Source: an optimization exercise on an open RTL-to-GDS flow (aim: small area and a short achievable clock period). Production flows keep margins and buffers that such runs may drop.
At most, simulation tests tie the RTL to the original design; equivalence was not proved.
No activity file was given, so power comes from the tool's default toggle rates.

Setup of the reference run:
==> flow/design.v <==
`timescale 1ns / 1ns
module alu8_top(
    input            clk,
    input      [7:0] regA,
    input      [7:0] regB,
    input      [4:0] opcode,
    input      [7:0] flagsIn,
    output reg [7:0] res,
    output reg [7:0] flagsOut
);
    reg [7:0] regA_q, regB_q, flagsIn_q;
    reg [4:0] opcode_q;
    wire [7:0] res_d, flagsOut_d;
    alu8 u_alu(
        .regA(regA_q),
        .regB(regB_q),
        .opcode(opcode_q),
        .flagsIn(flagsIn_q),
        .res(res_d),
        .flagsOut(flagsOut_d)
    );
    always @(posedge clk) begin
        regA_q    <= regA;
        regB_q    <= regB;
        opcode_q  <= opcode;
        flagsIn_q <= flagsIn;
        res       <= res_d;
        flagsOut  <= flagsOut_d;
    end
endmodule

`timescale 1ns / 1ns
module alu8(
    input [7:0] regA, regB,
    input [4:0] opcode,
    input [7:0] flagsIn,
    output [7:0] res,
    output [7:0] flagsOut
);
    wire [7:0] A = regA;
    wire [7:0] B = regB;
    wire [4:0] op = opcode;
    wire cin = flagsIn[4];
    wire hin = flagsIn[5];
    wire nin = flagsIn[6];
    wire hi0 = ~op[4] & ~op[3];                         
    wire opAdd   = hi0 & ~op[2] & ~op[1];               
    wire opSub   = hi0 & ~op[2] & op[1];                
    wire opCP    = hi0 & op[2] & ~op[1] & ~op[0];       
    wire opAND   = hi0 & op[2] & ~op[1] & op[0];        
    wire opOR    = hi0 & op[2] & op[1] & ~op[0];        
    wire opXOR   = hi0 & op[2] & op[1] & op[0];         
    wire opRot   = ~op[4] & op[3];                      
    wire hi2 = op[4] & ~op[3];                          
    wire opSLA  = hi2 & (op[2:0] == 3'd0);
    wire opSRx  = hi2 & ~op[2] & (op[1] ^ op[0]);       
    wire opSWAP = hi2 & (op[2:0] == 3'd3);
    wire opBIT  = hi2 & (op[2:0] == 3'd4);
    wire opRES  = hi2 & (op[2:0] == 3'd5);
    wire opSET  = hi2 & (op[2:0] == 3'd6);
    wire opCCF  = hi2 & (op[2:0] == 3'd7);
    wire hi3 = op[4] & op[3];                           
    wire opSCF = hi3 & (op[2:0] == 3'd0);
    wire opDAA = hi3 & (op[2:0] == 3'd1);
    wire opCPL = hi3 & (op[2:0] == 3'd2);
    wire opArith = opAdd | opSub | opCP;
    wire sub     = opSub | opCP;
    wire opLeft  = (opRot & ~op[0]) | opSLA;
    wire opRight = (opRot & op[0]) | opSRx;
    wire daaLo = (~nin & A[3] & (A[2] | A[1])) | hin;
    wire [7:0] dOff = {1'b0, cin, cin, 1'b0, 1'b0, daaLo, daaLo, 1'b0} ^ {8{nin}};
    wire [7:0] bsel = 8'b1 << B[2:0];
    wire yB  = opAdd | opAND | opOR | opXOR;            
    wire yNB = sub;                                     
    wire [7:0] Y = ({8{yB}} & B) | ({8{yNB}} & ~B) | {8{opCPL}}
                 | ({8{opDAA}} & dOff) | ({8{opSET}} & bsel) | ({8{opRES}} & ~bsel);
    wire c0 = (opAdd & op[0] & cin) | (opSub & ~(op[0] & cin)) | opCP | (opDAA & nin);
    wire [7:0] g = A & Y;
    wire [7:0] t = A | Y;
    wire [7:0] p = A ^ Y;
    wire g0 = g[0] | (t[0] & c0);
    wire G10 = g[1] | (t[1] & g0);
    wire G32 = g[3] | (t[3] & g[2]), P32 = t[3] & t[2];
    wire G54 = g[5] | (t[5] & g[4]), P54 = t[5] & t[4];
    wire G76 = g[7] | (t[7] & g[6]), P76 = t[7] & t[6];
    wire G20 = g[2] | (t[2] & G10);
    wire G30 = G32 | (P32 & G10);
    wire G64 = g[6] | (t[6] & G54), P64 = t[6] & P54;
    wire G74 = G76 | (P76 & G54), P74 = P76 & P54;
    wire G40 = g[4] | (t[4] & G30);
    wire G50 = G54 | (P54 & G30);
    wire G60 = G64 | (P64 & G30);
    wire G70 = G74 | (P74 & G30);
    wire [8:0] c = {G70, G60, G50, G40, G30, G20, G10, g0, c0};
    wire [7:0] sum = p ^ c[7:0];
    wire sumZ = &(~(p ^ {t[6:0], c0}));
    wire lbit = ~op[4] & (op[2] ? A[7] : cin);
    wire rbit = op[4] ? (~op[1] & A[7]) : (op[2] ? A[0] : cin);
    wire sumEn = opAdd | opSub | opDAA;
    wire [7:0] other =
          ({8{opAND | opRES}} & g)
        | ({8{opOR | opSET}} & t)
        | ({8{opXOR | opCPL}} & p)
        | ({8{opLeft}} & {A[6:0], lbit})
        | ({8{opRight}} & {rbit, A[7:1]})
        | ({8{opSWAP}} & {A[3:0], A[7:4]});
    assign res = ({8{sumEn}} & sum) | other;
    wire bitZ = ~A[B[2:0]];
    wire otherZEn = opAND | opOR | opXOR | (opRot & ~op[1]) | opSLA | opSRx | opSWAP;
    wire fZ = (opArith & sumZ) | (otherZEn & ~|other) | ((opBIT | opDAA) & bitZ);
    wire fN = sub | opCPL | (opDAA & nin);
    wire fH = (opArith & (c[4] ^ sub)) | opAND | opCPL;
    wire fC = (opArith & (c[8] ^ sub)) | (opLeft & A[7]) | (opRight & A[0]) | (opCCF & ~cin) | opSCF | (opDAA & nin);
    assign flagsOut = {fZ, fN, fH, fC, 4'b0};
endmodule
clock: 6.0 ns
lec_check: 0
cap_margin: 20
core_margin: 2
core_utilization: 40
setup_slack_margin: 3.9
slew_margin: 20
standard.sh (not shown) runs the stock make flow with config.mk's settings and CLKGATE_MAP_FILE= SYNTH_SCRIPT=/design/flow/synth_recipe.tcl, a recipe that flattens the netlist after the stock synthesis.
==> flow/flow/run.sh <==
#!/bin/bash
# Own layout flow: the standard ORFS flow (standard.sh), with
#  - adder-cell extraction (ADDER_MAP_FILE) off, so ABC maps all logic,
#  - ABC run with flow/abc.script instead of ORFS's abc_speed/abc_area,
#  - port buffers of a chosen cell, and CTS without dummy loads.
# Each tool's output goes to its own log under orfs/logs; make's output
# goes to flow_make.log.
set -o pipefail
HERE=$(pwd)
source "$HERE/flow/settings.sh"
# ORFS synth.tcl with only the ABC script changed
sed "s#log_cmd abc {\*}\$abc_args#log_cmd abc -script $HERE/flow/abc.script {*}[lrange \$abc_args 2 end]#" \
    "$FLOW_HOME/scripts/synth.tcl" > "$HERE/synth_mod.tcl"
grep -q "flow/abc.script" "$HERE/synth_mod.tcl" || { echo "synth.tcl patch failed"; exit 1; }
# The standard flow's synthesis script, sourcing the patched synth.tcl
sed "s#\$::env(SCRIPTS_DIR)/synth.tcl#$HERE/synth_mod.tcl#" synth_recipe.tcl > "$HERE/my_synth.tcl"
grep -q "synth_mod.tcl" "$HERE/my_synth.tcl" || { echo "synth_recipe.tcl patch failed"; exit 1; }
bash standard.sh SYNTH_SCRIPT="$HERE/my_synth.tcl" ADDER_MAP_FILE= \
    "BUFFER_PORTS_ARGS=$BUFFER_PORTS_ARGS" "CTS_ARGS=$CTS_ARGS" $EXTRA finish > flow_make.log 2>&1
==> flow/flow/abc.script <==
strash
dch
map -B 0.9
topo
stime -c
buffer -c
upsize -c
dnsize -c
==> flow/flow/settings.sh <==
BUFFER_PORTS_ARGS="-buffer_cell sky130_fd_sc_hd__buf_1"
CTS_ARGS="-sink_clustering_enable -repair_clock_nets -dont_use_dummy_load"
EXTRA=""
> inputs changed (the reference run -> the trial run)
-- flow/design.v --
<<< the reference run, line 79
    wire [7:0] t = A | Y;
    wire [7:0] p = A ^ Y;
    wire g0 = g[0] | (t[0] & c0);
    wire G10 = g[1] | (t[1] & g0);
    wire G32 = g[3] | (t[3] & g[2]), P32 = t[3] & t[2];
    wire G54 = g[5] | (t[5] & g[4]), P54 = t[5] & t[4];
    wire G76 = g[7] | (t[7] & g[6]), P76 = t[7] & t[6];
    wire G20 = g[2] | (t[2] & G10);
    wire G30 = G32 | (P32 & G10);
    wire G64 = g[6] | (t[6] & G54), P64 = t[6] & P54;
    wire G74 = G76 | (P76 & G54), P74 = P76 & P54;
    wire G40 = g[4] | (t[4] & G30);
    wire G50 = G54 | (P54 & G30);
    wire G60 = G64 | (P64 & G30);
    wire G70 = G74 | (P74 & G30);
    wire [8:0] c = {G70, G60, G50, G40, G30, G20, G10, g0, c0};
    wire [7:0] sum = p ^ c[7:0];
    wire sumZ = &(~(p ^ {t[6:0], c0}));
>>> the trial run, line 79
    wire [7:0] t = A | Y;
    wire [7:0] p = A ^ Y;
    wire [8:0] c;
    assign c[0] = c0;
    genvar i;
    generate
        for (i = 0; i < 8; i = i + 1) begin : carry
            assign c[i+1] = g[i] | (t[i] & c[i]);
        end
    endgenerate
    wire [7:0] sum = p ^ c[7:0];
    wire sumZ = &(~(p ^ {t[6:0], c0}));
==> summary.txt <==
[compare] base=the reference run new=the trial run: power in sequential cells has remained practically unchanged; worst slew margin relative to its limit has decreased; static leakage has decreased.
Comparing the two runs side by side, the trial run comes out behind the reference run on internal power contribution.
The reference run consumes less power than the trial run.
The trial run vs the reference run: clock group share of total power down in the trial run
Side by side, multiplexer share of the synthesized area turned out lower in the trial run than in the reference run.
Clock slew seen by the registers of the worst setup and hold paths delta (the trial run -> the reference run): insignificant
Note that the number of nets in the layout recorded for the trial run amounts to 0.928 times the value seen in the reference run.
The reference run leaves more setup margin than the trial run.
No functional check of the RTL was part of the trial run.

---

Setup of old:
// alu8_top: RTL as listed in full above, without the edits since
Settings: LEC_CHECK=0, CAP_MARGIN=20, CORE_MARGIN=2, CORE_UTILIZATION=40, SETUP_SLACK_MARGIN=3.6, SLEW_MARGIN=20; clock period 6.0 ns.
Scripts as last shown in full above: flow/flow/run.sh, flow/flow/abc.script, flow/flow/settings.sh
old completed every stage of the flow, and the final layout passed the timing, design-rule and antenna checks.
Changes in new relative to old:
--- a/flow/design.v
+++ b/flow/design.v
@@ -101,13 +101,15 @@
           ({8{opAND | opRES}} & g)
         | ({8{opOR | opSET}} & t)
         | ({8{opXOR | opCPL}} & p)
         | ({8{opLeft}} & {A[6:0], lbit})
         | ({8{opRight}} & {rbit, A[7:1]})
         | ({8{opSWAP}} & {A[3:0], A[7:4]});
-    assign res = ({8{sumEn}} & sum) | other;
+    wire [7:0] r1 = ({8{sumEn}} & ~p) | other;
+    wire [7:0] r0 = ({8{sumEn}} & p) | other;
+    assign res = (c[7:0] & r1) | (~c[7:0] & r0);
     wire bitZ = ~A[B[2:0]];
     wire otherZEn = opAND | opOR | opXOR | (opRot & ~op[1]) | opSLA | opSRx | opSWAP;
     wire fZ = (opArith & sumZ) | (otherZEn & ~|other) | ((opBIT | opDAA) & bitZ);
     wire fN = sub | opCPL | (opDAA & nin);
     wire fH = (opArith & (c[4] ^ sub)) | opAND | opCPL;
     wire fC = (opArith & (c[8] ^ sub)) | (opLeft & A[7]) | (opRight & A[0]) | (opCCF & ~cin) | opSCF | (opDAA & nin);
new went all the way through the flow, and no timing, DRC or antenna check failed. old completed every stage of the flow, and the final layout passed the timing, design-rule and antenna checks. The setup slack number comes out higher for new vs old. Taking old as the reference, in new number of filler instances in the final layout shows an increase of about 9%; count of cells along the worst hold path went up 1. new vs. old: power per cell area went down by about 1%. Number of antenna violations at the first check in global routing came out exactly the same in new and old. Delta(post-placement cell count, new - old) > 0. Summary of new over old: total standard cell area after synthesis rose 76 um2; final routed wire length divided by cell count fell 0.62%; global routing usage summed across all routing layers fell 1.5 points; maximum buffer depth of the clock tree about even.
For new, only the layout was checked, not whether the RTL still works.

---

alu8_top, a different RTL version from the one above (not shown whole).
For scale: ~400 cells after synthesis, about 36 flip-flops, roughly 46 I/O pins, ~2500 um2 of cells after synthesis.
==> module alu8, before the edit <==
module alu8(
    input [7:0] regA, regB,
    input [4:0] opcode,
    input [7:0] flagsIn,
    output [7:0] res,
    output [7:0] flagsOut
);
    wire [7:0] A = regA;
    wire [7:0] B = regB;
    wire [4:0] op = opcode;
    wire cin = flagsIn[4];
    wire hin = flagsIn[5];
    wire nin = flagsIn[6];
    wire hi0 = ~op[4] & ~op[3];                         
    wire opAdd   = hi0 & ~op[2] & ~op[1];               
    wire opSub   = hi0 & ~op[2] & op[1];                
    wire opCP    = hi0 & op[2] & ~op[1] & ~op[0];       
    wire opAND   = hi0 & op[2] & ~op[1] & op[0];        
    wire opOR    = hi0 & op[2] & op[1] & ~op[0];        
    wire opXOR   = hi0 & op[2] & op[1] & op[0];         
    wire opRot   = ~op[4] & op[3];                      
    wire hi2 = op[4] & ~op[3];                          
    wire opSLA  = hi2 & (op[2:0] == 3'd0);
    wire opSRx  = hi2 & ~op[2] & (op[1] ^ op[0]);       
    wire opSWAP = hi2 & (op[2:0] == 3'd3);
    wire opBIT  = hi2 & (op[2:0] == 3'd4);
    wire opRES  = hi2 & (op[2:0] == 3'd5);
    wire opSET  = hi2 & (op[2:0] == 3'd6);
    wire opCCF  = hi2 & (op[2:0] == 3'd7);
    wire hi3 = op[4] & op[3];                           
    wire opSCF = hi3 & (op[2:0] == 3'd0);
    wire opDAA = hi3 & (op[2:0] == 3'd1);
    wire opCPL = hi3 & (op[2:0] == 3'd2);
    wire opArith = opAdd | opSub | opCP;
    wire sub     = opSub | opCP;
    wire opLeft  = (opRot & ~op[0]) | opSLA;
    wire opRight = (opRot & op[0]) | opSRx;
    wire daaLo = (~nin & A[3] & (A[2] | A[1])) | hin;
    wire [7:0] dOff = {1'b0, cin, cin, 1'b0, 1'b0, daaLo, daaLo, 1'b0} ^ {8{nin}};
    wire [7:0] bsel = 8'b1 << B[2:0];
    wire yB  = opAdd | opAND | opOR | opXOR;            
    wire yNB = sub;                                     
    wire [7:0] Y = ({8{yB}} & B) | ({8{yNB}} & ~B) | {8{opCPL}}
                 | ({8{opDAA}} & dOff);
    wire c0 = (opAdd & op[0] & cin) | (opSub & ~(op[0] & cin)) | opCP | (opDAA & nin);
    wire [7:0] g = A & Y;
    wire [7:0] t = A | Y;
    wire [7:0] p = A ^ Y;
    wire g0 = g[0] | (t[0] & c0);
    wire G10 = g[1] | (t[1] & g0);
    wire G32 = g[3] | (t[3] & g[2]), P32 = t[3] & t[2];
    wire G54 = g[5] | (t[5] & g[4]), P54 = t[5] & t[4];
    wire G76 = g[7] | (t[7] & g[6]), P76 = t[7] & t[6];
    wire G20 = g[2] | (t[2] & G10);
    wire G30 = G32 | (P32 & G10);
    wire G64 = g[6] | (t[6] & G54), P64 = t[6] & P54;
    wire G74 = G76 | (P76 & G54), P74 = P76 & P54;
    wire G40 = g[4] | (t[4] & G30);
    wire G50 = G54 | (P54 & G30);
    wire G60 = G64 | (P64 & G30);
    wire G70 = G74 | (P74 & G30);
    wire [8:0] c = {G70, G60, G50, G40, G30, G20, G10, g0, c0};
    wire [7:0] sum = p ^ c[7:0];
    wire sumZ = &(~(p ^ {t[6:0], c0}));
    wire lbit = ~op[4] & (op[2] ? A[7] : cin);
    wire rbit = op[4] ? (~op[1] & A[7]) : (op[2] ? A[0] : cin);
    wire sumEn = opAdd | opSub | opDAA;
    wire [7:0] other =
          ({8{opAND}} & g)
        | ({8{opOR}} & t)
        | ({8{opRES}} & (A & ~bsel)) | ({8{opSET}} & (A | bsel))
        | ({8{opXOR | opCPL}} & p)
        | ({8{opLeft}} & {A[6:0], lbit})
        | ({8{opRight}} & {rbit, A[7:1]})
        | ({8{opSWAP}} & {A[3:0], A[7:4]});
    assign res = ({8{sumEn}} & sum) | other;
    wire bitZ = ~A[B[2:0]];
    wire otherZEn = opAND | opOR | opXOR | (opRot & ~op[1]) | opSLA | opSRx | opSWAP;
    wire fZ = (opArith & sumZ) | (otherZEn & ~|other) | ((opBIT | opDAA) & bitZ);
    wire fN = sub | opCPL | (opDAA & nin);
    wire fH = (opArith & (c[4] ^ sub)) | opAND | opCPL;
    wire fC = (opArith & (c[8] ^ sub)) | (opLeft & A[7]) | (opRight & A[0]) | (opCCF & ~cin) | opSCF | (opDAA & nin);
    assign flagsOut = {fZ, fN, fH, fC, 4'b0};
endmodule
Settings: LEC_CHECK=0, CAP_MARGIN=20, CORE_MARGIN=2, CORE_UTILIZATION=40, SETUP_SLACK_MARGIN=3.6, SLEW_MARGIN=20; clock period 6.0 ns.
Scripts as last shown in full above: flow/flow/run.sh, flow/flow/abc.script, flow/flow/settings.sh
Next try:
--- a/flow/design.v
+++ b/flow/design.v
@@ -73,34 +73,27 @@
     wire yB  = opAdd | opAND | opOR | opXOR;            
     wire yNB = sub;                                     
     wire [7:0] Y = ({8{yB}} & B) | ({8{yNB}} & ~B) | {8{opCPL}}
-                 | ({8{opDAA}} & dOff);
+                 | ({8{opDAA}} & dOff) | ({8{opSET}} & bsel) | ({8{opRES}} & ~bsel);
     wire c0 = (opAdd & op[0] & cin) | (opSub & ~(op[0] & cin)) | opCP | (opDAA & nin);
     wire [7:0] g = A & Y;
     wire [7:0] t = A | Y;
     wire [7:0] p = A ^ Y;
-    wire g0 = g[0] | (t[0] & c0);
-    wire G10 = g[1] | (t[1] & g0);
-    wire G32 = g[3] | (t[3] & g[2]), P32 = t[3] & t[2];
-    wire G54 = g[5] | (t[5] & g[4]), P54 = t[5] & t[4];
-    wire G76 = g[7] | (t[7] & g[6]), P76 = t[7] & t[6];
-    wire G20 = g[2] | (t[2] & G10);
-    wire G30 = G32 | (P32 & G10);
-    wire G64 = g[6] | (t[6] & G54), P64 = t[6] & P54;
-    wire G74 = G76 | (P76 & G54), P74 = P76 & P54;
-    wire G40 = g[4] | (t[4] & G30);
-    wire G50 = G54 | (P54 & G30);
-    wire G60 = G64 | (P64 & G30);
-    wire G70 = G74 | (P74 & G30);
-    wire [8:0] c = {G70, G60, G50, G40, G30, G20, G10, g0, c0};
+    wire [8:0] c;
+    assign c[0] = c0;
+    genvar i;
+    generate
+        for (i = 0; i < 8; i = i + 1) begin : carry
+            assign c[i+1] = g[i] | (t[i] & c[i]);
+        end
+    endgenerate
     wire [7:0] sum = p ^ c[7:0];
     wire sumZ = &(~(p ^ {t[6:0], c0}));
     wire lbit = ~op[4] & (op[2] ? A[7] : cin);
     wire rbit = op[4] ? (~op[1] & A[7]) : (op[2] ? A[0] : cin);
     wire sumEn = opAdd | opSub | opDAA;
     wire [7:0] other =
-          ({8{opAND}} & g)
-        | ({8{opOR}} & t)
-        | ({8{opRES}} & (A & ~bsel)) | ({8{opSET}} & (A | bsel))
+          ({8{opAND | opRES}} & g)
+        | ({8{opOR | opSET}} & t)
         | ({8{opXOR | opCPL}} & p)
         | ({8{opLeft}} & {A[6:0], lbit})
         | ({8{opRight}} & {rbit, A[7:1]})
What happened:
- register-to-register slack loses 140 ps
- wire length goes up by 10%
- count of clock-buffer cells in the layout is unchanged
- final cell count is lower by 6.4%
- global-route usage grows by 2.5 points
- setup slack got worse by 140 ps
- critical path depth came out higher by 2
- combinational power came out higher by 37%
- area after synthesis went down by 4.0%
- total power climbs by 8.7%
- via count goes down by 0.48%
- die area is lower by 3.8%
- final area climbs by 14%
Function was not checked in any run of this note: the RTL went through the layout flow alone.

what the ideal ports hide:
The results above use ideal ports. As a check the final layouts listed here were re-extracted and re-timed, cells and wires unchanged.
Step 1 assumes that a clkbuf_16 drives the clock port and a buf_2 every other input.
Step 2 adds t to the input delays and takes it off the output delays; t is the mean of the earliest and latest rising clock arrival at the registers after step 1. Input paths then give back, and output paths get back, about the clock's delay inside the block.
a / b / c = ideal ports / drivers / drivers and shift; a / b = the first two.
run	shift t [ns]	setup WS [ns]	worst setup path at the end
the reference run	0.316	3.905 / 3.905 / 3.905	register to register
the trial run	0.313	3.686 / 3.686 / 3.686	register to register
old	0.315	3.825 / 3.825 / 3.825	register to register
new	0.316	3.830 / 3.830 / 3.830	register to register
the first run of note 3	0.317	3.827 / 3.827 / 3.827	register to register
the second run of note 3	0.316	3.691 / 3.691 / 3.691	register to register
After both steps setup and hold are still met in every run listed.
